Background: an optimization exercise with open tools, aiming at small area, a short achievable clock period and few clock cycles. Do not read the settings as production practice.
Only simulation tests tie the RTL to the original design; equivalence was not proved.
Power and IR drop assume default switching activity.

Setup of job 5543:
## CHIP
module CHIP(clk,
            rst_n,
            mem_wen_D,
            mem_addr_D,
            mem_wdata_D,
            mem_rdata_D,
            mem_addr_I,
            mem_rdata_I);
    input         clk, rst_n ;
    output        mem_wen_D  ;
    output [31:0] mem_addr_D ;
    output [31:0] mem_wdata_D;
    input  [31:0] mem_rdata_D;
    output [31:0] mem_addr_I ;
    input  [31:0] mem_rdata_I;
    reg  [31:0] pcF;
    reg         vD, jumpedD, hiMissD;
    reg  [31:0] irD, pcD;
    reg         vE, killE;
    reg  [ 4:0] rdE;
    reg         wenE, loadE, storeE, brE, jalrE, mdE, divE;
    reg         brGE, brLT, off4E, off8E;
    reg         subE;
    reg         selAddE, selAndE, selOrE, selXorE, selSltE, selSllE, selSrlE;
    reg  [31:0] opAE, opBE, sdE;
    reg         wenM, loadM, storeM;
    reg  [ 4:0] rdM;
    reg  [31:0] resM, sdM;
    assign mem_addr_I  = pcF;
    assign mem_addr_D  = resM;
    assign mem_wdata_D = sdM;
    assign mem_wen_D   = storeM;
    wire [4:0] opc  = irD[6:2];
    wire [4:0] rs1D = irD[19:15];
    wire [4:0] rs2D = irD[24:20];
    wire [4:0] rdD  = irD[11:7];
    wire [2:0] f3D  = irD[14:12];
    wire isOP    = (opc == 5'b01100);
    wire isOPIMM = (opc == 5'b00100);
    wire isLOAD  = (opc == 5'b00000);
    wire isSTORE = (opc == 5'b01000);
    wire isAUIPC = (opc == 5'b00101);
    wire isJAL   = (opc == 5'b11011);
  ...
Settings: LEC_CHECK=0, CAP_MARGIN=20, CORE_MARGIN=2, CORE_UTILIZATION=36, SETUP_SLACK_MARGIN=1.0, SLEW_MARGIN=20; clock period 12.0 ns.
standard.sh (not shown) runs the stock make flow with config.mk's settings and CLKGATE_MAP_FILE= SYNTH_SCRIPT=/design/flow/synth_recipe.tcl, a recipe that flattens the netlist after the stock synthesis.
==> flow/flow/run.sh <==
#!/bin/bash
set -euo pipefail
bash standard.sh SETUP_SLACK_MARGIN=8 "BUFFER_PORTS_ARGS=-buffer_cell sky130_fd_sc_hd__buf_4" finish > standard_make.log 2>&1
Job 5543 completed end to end with timing, DRC and antenna clean.
Testbench counts of job 5543, summed over its fixed seeds: cycles 25,547.
> inputs changed (job 5543 -> job 6123)
# job 5543
export LEC_CHECK = 0
export CAP_MARGIN = 20
export CORE_MARGIN = 2
export CORE_UTILIZATION = 36
export SETUP_SLACK_MARGIN = 1.0
export SLEW_MARGIN = 20
create_clock -name core_clock -period 12.0 [get_ports {clk}]
# job 6123
export LEC_CHECK = 0
export CAP_MARGIN = 20
export CORE_MARGIN = 2
export CORE_UTILIZATION = 30
export SETUP_SLACK_MARGIN = 1.0
export SLEW_MARGIN = 20
create_clock -name core_clock -period 12.0 [get_ports {clk}]
==> notes.md <==
Per the comparison of job 6123 with job 5543, count of instances resized after the clock tree is built decreased about 1.5%; count of multi-input gates roughly the same. The worst hold slack of job 6123 exceeds that of job 5543 by 0.031 ns. Critical path depth ended up 1 lower on job 6123 than on job 5543. In the tables for job 5543 and job 6123, die outline area reads lower with job 5543. Looking at worst setup slack, job 6123 sits 0.025 ns higher than job 5543 does.
[inputs] job 6581 vs job 6123
# job 6123
export LEC_CHECK = 0
export CAP_MARGIN = 20
export CORE_MARGIN = 2
export CORE_UTILIZATION = 30
export SETUP_SLACK_MARGIN = 1.0
export SLEW_MARGIN = 20
create_clock -name core_clock -period 12.0 [get_ports {clk}]
# job 6581
export LEC_CHECK = 0
export CAP_MARGIN = 20
export CORE_MARGIN = 2
export CORE_UTILIZATION = 25
export SETUP_SLACK_MARGIN = 1.0
export SLEW_MARGIN = 20
create_clock -name core_clock -period 12.0 [get_ports {clk}]
After synthesis and placement, the instance count of job 6581 is above that of job 6123.
Comparing job 6581 and job 6123, global routing usage summed across all routing layers is higher on job 6123.
Per the comparison of job 6581 with job 6123, count of placed standard cells including taps now larger, count of inserted antenna diode cells now larger, share of the final layout cell area in multi-input gates now smaller, sequential logic power now larger.
Job 6581 vs job 6123 — number of filler instances in the final layout climbed by more than a quarter
Job 6581 did not stop at any stage, and its layout met the timing, design-rule and antenna checks.
Area overhead of the layout relative to synthesis in job 6581 is 1.9 points above job 6123.
Job 6123 has lower net count of the finished layout than job 6581.
Ratio of cells with drive above 1 in the final layout (higher): job 6581
In the tables for job 6581 and job 6123, non-clock buffer count reads lower with job 6123.

CHIP, a different RTL version from the one above (not shown whole).
Size in the first run: ~7300 cells after synthesis, roughly 1400 flip-flops, ~160 I/O pins, ~0.079 sq mm of cells after synthesis.
Settings: LEC_CHECK=0, CAP_MARGIN=20, CORE_MARGIN=2, CORE_UTILIZATION=30, CTS_CLUSTER_DIAMETER=60, CTS_CLUSTER_SIZE=25, SETUP_SLACK_MARGIN=1.0, SLEW_MARGIN=20; clock period 12.0 ns.
Scripts as last shown in full above: flow/flow/run.sh
Testbench counts at the start, summed over its fixed seeds: cycles 25,056.
Change:
Settings changed: CTS_CLUSTER_DIAMETER 60 to not set, CTS_CLUSTER_SIZE 25 to not set.
Outcome:
- The new run completed with no timing, DRC or antenna violations
- die area stays the same
- maximum frequency fell by about 0.56%
- global-route usage hardly moves
- power grows by about 3%
- worst setup slack gets worse by 0.024 ns
- combinational power stays flat
- first-iteration DRC count goes down by 2.0%
- clock power increases by 17%
- final cell count came out higher by about 0.5%

==> afterwards: timing with drivers on the ports <==
In the flow no input, the clock included, has a driving cell. The finished layouts below were timed again as built, in two steps.
Step 1: set_driving_cell puts a clkbuf_16 on clk and a buf_2 on each other input, an assumption about the parent block.
Step 2 times the ports against the registers' clock, not the clock port: input delays grow and output delays shrink by t, the midpoint of the rising clock arrivals with the driver on.
Three values: no drivers, after step 1, after step 2; two values: the first two.
| run | t (ns) | slack for setup (ns) | clock arrival spread, ns | worst data-port slew with drivers (ns) | pins driven straight from the clock port |
|---|---|---|---|---|---|
| job 5543 | 0.944 | 7.777 / 7.777 / 6.949 | 0.078 / 0.079 | 0.18 | 1 |
| job 6123 | 0.900 | 7.803 / 7.803 / 6.998 | 0.079 / 0.079 | 0.35 | 1 |
| job 6581 | 0.917 | 7.763 / 7.763 / 6.964 | 0.083 / 0.082 | 0.42 | 1 |
| the first run of note 2 | 0.938 | 7.815 / 7.815 / 6.960 | 0.083 / 0.082 | 0.13 | 1 |
| the second run of note 2 | 0.940 | 7.791 / 7.791 / 6.964 | 0.095 / 0.095 | 0.13 | 1 |
After both steps every run listed still meets setup and hold. For the first run of note 2, which loses most, drivers alone change the setup slack by 0.000 ns; drivers and shift together by -0.855 ns.
